Source: an optimization exercise on an open RTL-to-GDS flow (aim: small area, a short achievable clock period and few clock cycles). Production flows keep margins and buffers that such runs may drop.
RTL that was checked went through simulation tests only; none was proved equivalent to the original.

== before ==
## M2
module M2 (
	input  logic        Clock_50,
	input  logic        Resetn,
	input  logic [15:0] SRAM_read_data,
	input  logic        M2_start,
	output logic        SRAM_we_n,
	output logic        M2_done,
	output logic [15:0] SRAM_write_data,
	output logic [17:0] SRAM_address
);
clock: 12.0 ns
lec_check: 0
cap_margin: 20
core_margin: 2
core_utilization: 40
cts_cluster_diameter: 70
cts_cluster_size: 30
slew_margin: 20
synth_memory_max_bits: 4096
standard.sh (not shown) runs the stock make flow with config.mk's settings and CLKGATE_MAP_FILE= SYNTH_SCRIPT=/design/flow/synth_recipe.tcl, a recipe that flattens the netlist after the stock synthesis.
==> flow/flow/run.sh <==
#!/bin/bash
# The standard layout, with timing repair aiming at 8.1 ns of setup slack
# instead of 0.  The clock period and constraints are the standard flow's.
set -euo pipefail
bash standard.sh SETUP_SLACK_MARGIN=8.1 finish > standard.log 2>&1
Testbench counts of before, summed over its fixed seeds: cycles 1,383,204.
## Diff of input files: after against before
diff --git a/flow/design.v b/flow/design.v
--- a/flow/design.v
+++ b/flow/design.v
@@ -745,20 +745,22 @@
 function automatic logic [3:0] inc12(input logic [3:0] v);
 	inc12 = (v == 4'd11) ? 4'd0 : v + 4'd1;
 endfunction
 function automatic logic [2:0] nof(input logic [3:0] p);
 	case (p)
 		4'd0: nof = 3'd1; 4'd1: nof = 3'd3; 4'd3: nof = 3'd5; 4'd4: nof = 3'd2;
 		4'd6: nof = 3'd7; 4'd7: nof = 3'd6; 4'd9: nof = 3'd0; default: nof = 3'd4;
 	endcase
 endfunction
 logic        run;
+logic        wr;             
+assign SRAM_we_n = ~wr;
 logic [3:0]  q;              
 logic [3:0]  rp0;            
 logic [3:0]  cp0;            
 logic [3:0]  cp1;            
 logic        rd_on;          
 logic        q_rd;
 assign q_rd = (q != 4'd2) && (q != 4'd5) && (q != 4'd8) && (q != 4'd11);
 logic [14:0] rowb;
 logic [2:0]  rk;
 logic [5:0]  rbc;
@@ -793,24 +795,24 @@
 logic        do_write;
 logic        last_write;
 assign last_write = (wpl == 2'd2) && (wbr == 5'd29) && w_last_bc && (wp == 2'd3) && (wk == 3'd7);
 assign do_write = wslot && (wb_cnt != 4'd0);
 always_ff @(posedge Clock_50 or negedge Resetn) begin
 	if (!Resetn) begin
 		run <= 1'b0; rd_on <= 1'b1;
 		q <= 4'd0; rp0 <= 4'd8; cp0 <= 4'd2; cp1 <= 4'd1; wslot <= 1'b0;
 		rowb <= 15'd9600; rk <= 3'd0; rbc <= 6'd0; rbr <= 5'd0; rpl <= 2'd0;
 		waddr <= 17'd0; wk <= 3'd0; wp <= 2'd0; wbc <= 6'd0; wbr <= 5'd0; wpl <= 2'd0;
-		SRAM_we_n <= 1'b1;
+		wr <= 1'b0;
 		M2_done <= 1'b0;
 	end else begin
-		SRAM_we_n <= 1'b1;
+		wr <= 1'b0;
 		if (!run) begin
 			if (M2_start && !M2_done) run <= 1'b1;
 		end else begin
 			q <= inc12(q); rp0 <= inc12(rp0); cp0 <= inc12(cp0); cp1 <= inc12(cp1);
 			wslot <= (q == 4'd1) || (q == 4'd4) || (q == 4'd7) || (q == 4'd10);
 			if (q_rd) begin
 				if (rd_on) begin
 					if (q == 4'd10) begin
 						rowb <= rowb + rinc;
 						rk <= rk + 3'd1;
@@ -822,21 +824,21 @@
 								else begin
 									rbr <= 5'd0;
 									if (rpl == 2'd2) rd_on <= 1'b0;
 									else rpl <= rpl + 2'd1;
 								end
 							end
 						end
 					end
 				end
 			end else if (wb_cnt != 4'd0) begin
-				SRAM_we_n <= 1'b0;
+				wr <= 1'b1;
 				waddr <= waddr + winc;
 				wk <= wk + 3'd1;
 				if (wk == 3'd7) begin
 					wp <= wp + 2'd1;
 					if (wp == 2'd3) begin
 						if (!w_last_bc) wbc <= wbc + 6'd1;
 						else begin
 							wbc <= 6'd0;
 							if (wbr != 5'd29) wbr <= wbr + 5'd1;
 							else begin
### Flow results
after ended with less worst-margin pin slew than before. after vs. before: minimum hold slack went up, share of synthesized area occupied by flip-flops and latches did not really move, signed area change from the synthesized netlist to the final layout did not really move, area after synthesis did not really move. Comparing after with before, the synthesized-area fraction occupied by adder cells came out essentially unchanged. Between before and after, the aggregate routed wire length is lower for after. Between before and after, the difference in core utilization is negligible. Higher setup slack at placement was reported by before, not after. Comparing before and after, worst setup slack after layout is lower on before.
Testbench counts of after, summed over its fixed seeds: cycles 1,383,204.

========
Another version of the RTL of M2 (not shown whole).
Size: about 3,000 flip-flops, about 55 I/O pins, ~0.15 sq mm of cells after synthesis.
==> flow/design.v (excerpt) <==
module M2 (
	input  logic        Clock_50,
	input  logic        Resetn,
	input  logic [15:0] SRAM_read_data,
	input  logic        M2_start,
	output logic        SRAM_we_n,
	output logic        M2_done,
	output logic [15:0] SRAM_write_data,
	output logic [17:0] SRAM_address
);
export LEC_CHECK = 0
export CAP_MARGIN = 20
export CORE_MARGIN = 2
export CORE_UTILIZATION = 40
export CTS_CLUSTER_DIAMETER = 70
export CTS_CLUSTER_SIZE = 30
export SLEW_MARGIN = 20
export SYNTH_MEMORY_MAX_BITS = 4096
create_clock -name core_clock -period 12.0 [get_ports {Clock_50}]
==> flow/flow/run.sh <==
#!/bin/bash
# The standard layout, with timing repair aiming at 8 ns of setup slack
# instead of 0.  The clock period and constraints are the standard flow's.
set -euo pipefail
bash standard.sh SETUP_SLACK_MARGIN=8 finish > standard.log 2>&1
Edit:
--- a/flow/design.v
+++ b/flow/design.v
@@ -776,68 +776,66 @@
 logic [2:0]  wk;
 logic [1:0]  wp;
 logic [5:0]  wbc;
 logic [4:0]  wbr;
 logic [1:0]  wpl;
 logic        w_last_bc;
 logic [16:0] winc;
 assign w_last_bc = (wpl == 2'd0) ? (wbc == 6'd39) : (wbc == 6'd19);
 always_comb begin
-	if (wk != 3'd7)                    winc = (wpl == 2'd0) ? 17'd160 : 17'd80;
+	if (wk == 3'd3)                    winc = (wpl == 2'd0) ? -17'sd800 : -17'sd400;
+	else if (wk != 3'd7)               winc = (wpl == 2'd0) ? 17'd320 : 17'd160;
 	else if (wp != 2'd3 || !w_last_bc) winc = (wpl == 2'd0) ? -17'sd1119 : -17'sd559;
 	else                               winc = 17'd1;
 end
 logic [15:0] wb [0:7];
 logic [3:0]  wb_cnt;
 logic        wslot;          
 logic        do_write;
 logic        last_write;
 assign last_write = (wpl == 2'd2) && (wbr == 5'd29) && w_last_bc && (wp == 2'd3) && (wk == 3'd7);
 assign do_write = wslot && (wb_cnt != 4'd0);
 always_ff @(posedge Clock_50 or negedge Resetn) begin
 	if (!Resetn) begin
 		run <= 1'b0; rd_on <= 1'b1;
 		q <= 4'd0; rp0 <= 4'd8; cp0 <= 4'd2; cp1 <= 4'd1; wslot <= 1'b0;
 		rowb <= 15'd9600; rk <= 3'd0; rbc <= 6'd0; rbr <= 5'd0; rpl <= 2'd0;
 		waddr <= 17'd0; wk <= 3'd0; wp <= 2'd0; wbc <= 6'd0; wbr <= 5'd0; wpl <= 2'd0;
-		SRAM_address <= 18'd0; SRAM_we_n <= 1'b1; SRAM_write_data <= 16'd0;
+		SRAM_we_n <= 1'b1;
 		M2_done <= 1'b0;
 	end else begin
 		SRAM_we_n <= 1'b1;
 		if (!run) begin
 			if (M2_start && !M2_done) run <= 1'b1;
 		end else begin
 			q <= inc12(q); rp0 <= inc12(rp0); cp0 <= inc12(cp0); cp1 <= inc12(cp1);
 			wslot <= (q == 4'd1) || (q == 4'd4) || (q == 4'd7) || (q == 4'd10);
 			if (q_rd) begin
 				if (rd_on) begin
-					SRAM_address <= {rowb, nof(q)};
 					if (q == 4'd10) begin
 						rowb <= rowb + rinc;
 						rk <= rk + 3'd1;
 						if (rk == 3'd7) begin
 							if (!r_last_bc) rbc <= rbc + 6'd1;
 							else begin
 								rbc <= 6'd0;
 								if (rbr != 5'd29) rbr <= rbr + 5'd1;
 								else begin
 									rbr <= 5'd0;
 									if (rpl == 2'd2) rd_on <= 1'b0;
 									else rpl <= rpl + 2'd1;
 								end
 							end
 						end
 					end
 				end
 			end else if (wb_cnt != 4'd0) begin
-				SRAM_address <= {1'b0, waddr};
 				SRAM_we_n <= 1'b0;
-				SRAM_write_data <= wb[0];
 				waddr <= waddr + winc;
 				wk <= wk + 3'd1;
 				if (wk == 3'd7) begin
 					wp <= wp + 2'd1;
 					if (wp == 2'd3) begin
 						if (!w_last_bc) wbc <= wbc + 6'd1;
 						else begin
 							wbc <= 6'd0;
 							if (wbr != 5'd29) wbr <= wbr + 5'd1;
@@ -850,18 +848,27 @@
 				end
 				if (last_write) begin
 					M2_done <= 1'b1;
 					run <= 1'b0;
 				end
 			end
 		end
 	end
 end
+always_ff @(posedge Clock_50) begin
+	if (run) begin
+		if (q_rd) SRAM_address <= {rowb, nof(q)};
+		else begin
+			SRAM_address <= {1'b0, waddr};
+			SRAM_write_data <= wb[wk];
+		end
+	end
+end
 logic [15:0] xr, xr2;
 logic [17:0] xr3;            
 always_ff @(posedge Clock_50) begin
 	xr <= SRAM_read_data;
 	xr2 <= xr;
 	xr3 <= {{2{xr[15]}}, xr} + {xr[15], xr, 1'b0};
 end
 logic [29:0] rpa [0:3];
 logic [29:0] rpb [0:3];
@@ -962,32 +969,33 @@
 	cx3 <= {{2{cx[21]}}, cx} + {cx[21], cx, 1'b0};
 end
 logic [31:0] cpa [0:3];
 logic [31:0] cpb [0:3];
 col_pass cpass (
 	.clk(Clock_50), .x(cx2), .x3(cx3), .p0(cp1),
 	.ra0(cpa[0]), .ra1(cpa[1]), .ra2(cpa[2]), .ra3(cpa[3]),
 	.rb0(cpb[0]), .rb1(cpb[1]), .rb2(cpb[2]), .rb3(cpb[3])
 );
-logic [7:0] ev [0:7];
+logic [7:0] smp [0:7];
+always_comb begin
+	for (int c = 0; c < 4; c++) begin
+		smp[3 - c] = clip(cpa[c]);
+		smp[4 + c] = clip(cpb[c]);
+	end
+end
 always_ff @(posedge Clock_50) begin
 	if (col_done && !col_odd) begin
-		for (int c = 0; c < 4; c++) begin
-			ev[3 - c] <= clip(cpa[c]);
-			ev[4 + c] <= clip(cpb[c]);
-		end
+		for (int j = 0; j < 4; j++) wb[j] <= {smp[2 * j], smp[2 * j + 1]};
 	end
 	if (col_done && col_odd) begin
-		for (int c = 0; c < 4; c++) begin
-			wb[3 - c] <= {ev[3 - c], clip(cpa[c])};
-			wb[4 + c] <= {ev[4 + c], clip(cpb[c])};
+		for (int j = 0; j < 4; j++) begin
+			wb[j]     <= {wb[j][15:8], smp[2 * j]};
+			wb[4 + j] <= {wb[j][7:0], smp[2 * j + 1]};
 		end
-	end else if (do_write) begin
-		for (int j = 0; j < 7; j++) wb[j] <= wb[j + 1];
 	end
 end
 always_ff @(posedge Clock_50 or negedge Resetn) begin
 	if (!Resetn) wb_cnt <= 4'd0;
 	else if (col_done && col_odd) wb_cnt <= 4'd8;
 	else if (do_write) wb_cnt <= wb_cnt - 4'd1;
 end
 endmodule
The changed run completed with no timing, DRC or antenna violations.
Die area shrinks by about 1.6%.
Count of clock-buffer cells in the layout grows by 2.
Fmax grows by 0.77%.
Final cell count shrinks by about 2.7%.
Utilization stays flat.
Testbench counts after the change, summed over its fixed seeds: cycles 1,383,204.
For the first run of this note, only the layout was checked, not whether the RTL still works.

## what the ideal ports hide
The results above use ideal ports. As a check the final layouts listed here were re-extracted and re-timed, cells and wires unchanged.
Step 1, drivers: a clkbuf_16 drives Clock_50 and a buf_2 each remaining input, both assumed.
Step 2 also shifts input and output timing later by t, the mid clock arrival at the registers, as if the neighbouring blocks saw the same clock.
Slacks: ideal / step 1 / step 2; pairs: ideal / step 1.
run	t, ns	slack for setup (ns)	hold slack, ns
before	0.997	8.049 / 7.948 / 8.104	0.359 / 0.359 / 0.359
after	0.995	8.094 / 7.989 / 8.089	0.365 / 0.365 / 0.365
the first run of note 2	1.030	8.024 / 7.927 / 8.024	0.367 / 0.367 / 0.367
the second run of note 2	0.986	8.054 / 7.962 / 8.077	0.361 / 0.361 / 0.361
After both steps setup and hold are still met in every run listed. For after, which loses most, drivers alone change the setup slack by -0.105 ns; drivers and shift together by -0.005 ns. The worst setup slack also covers recovery checks on asynchronous resets.
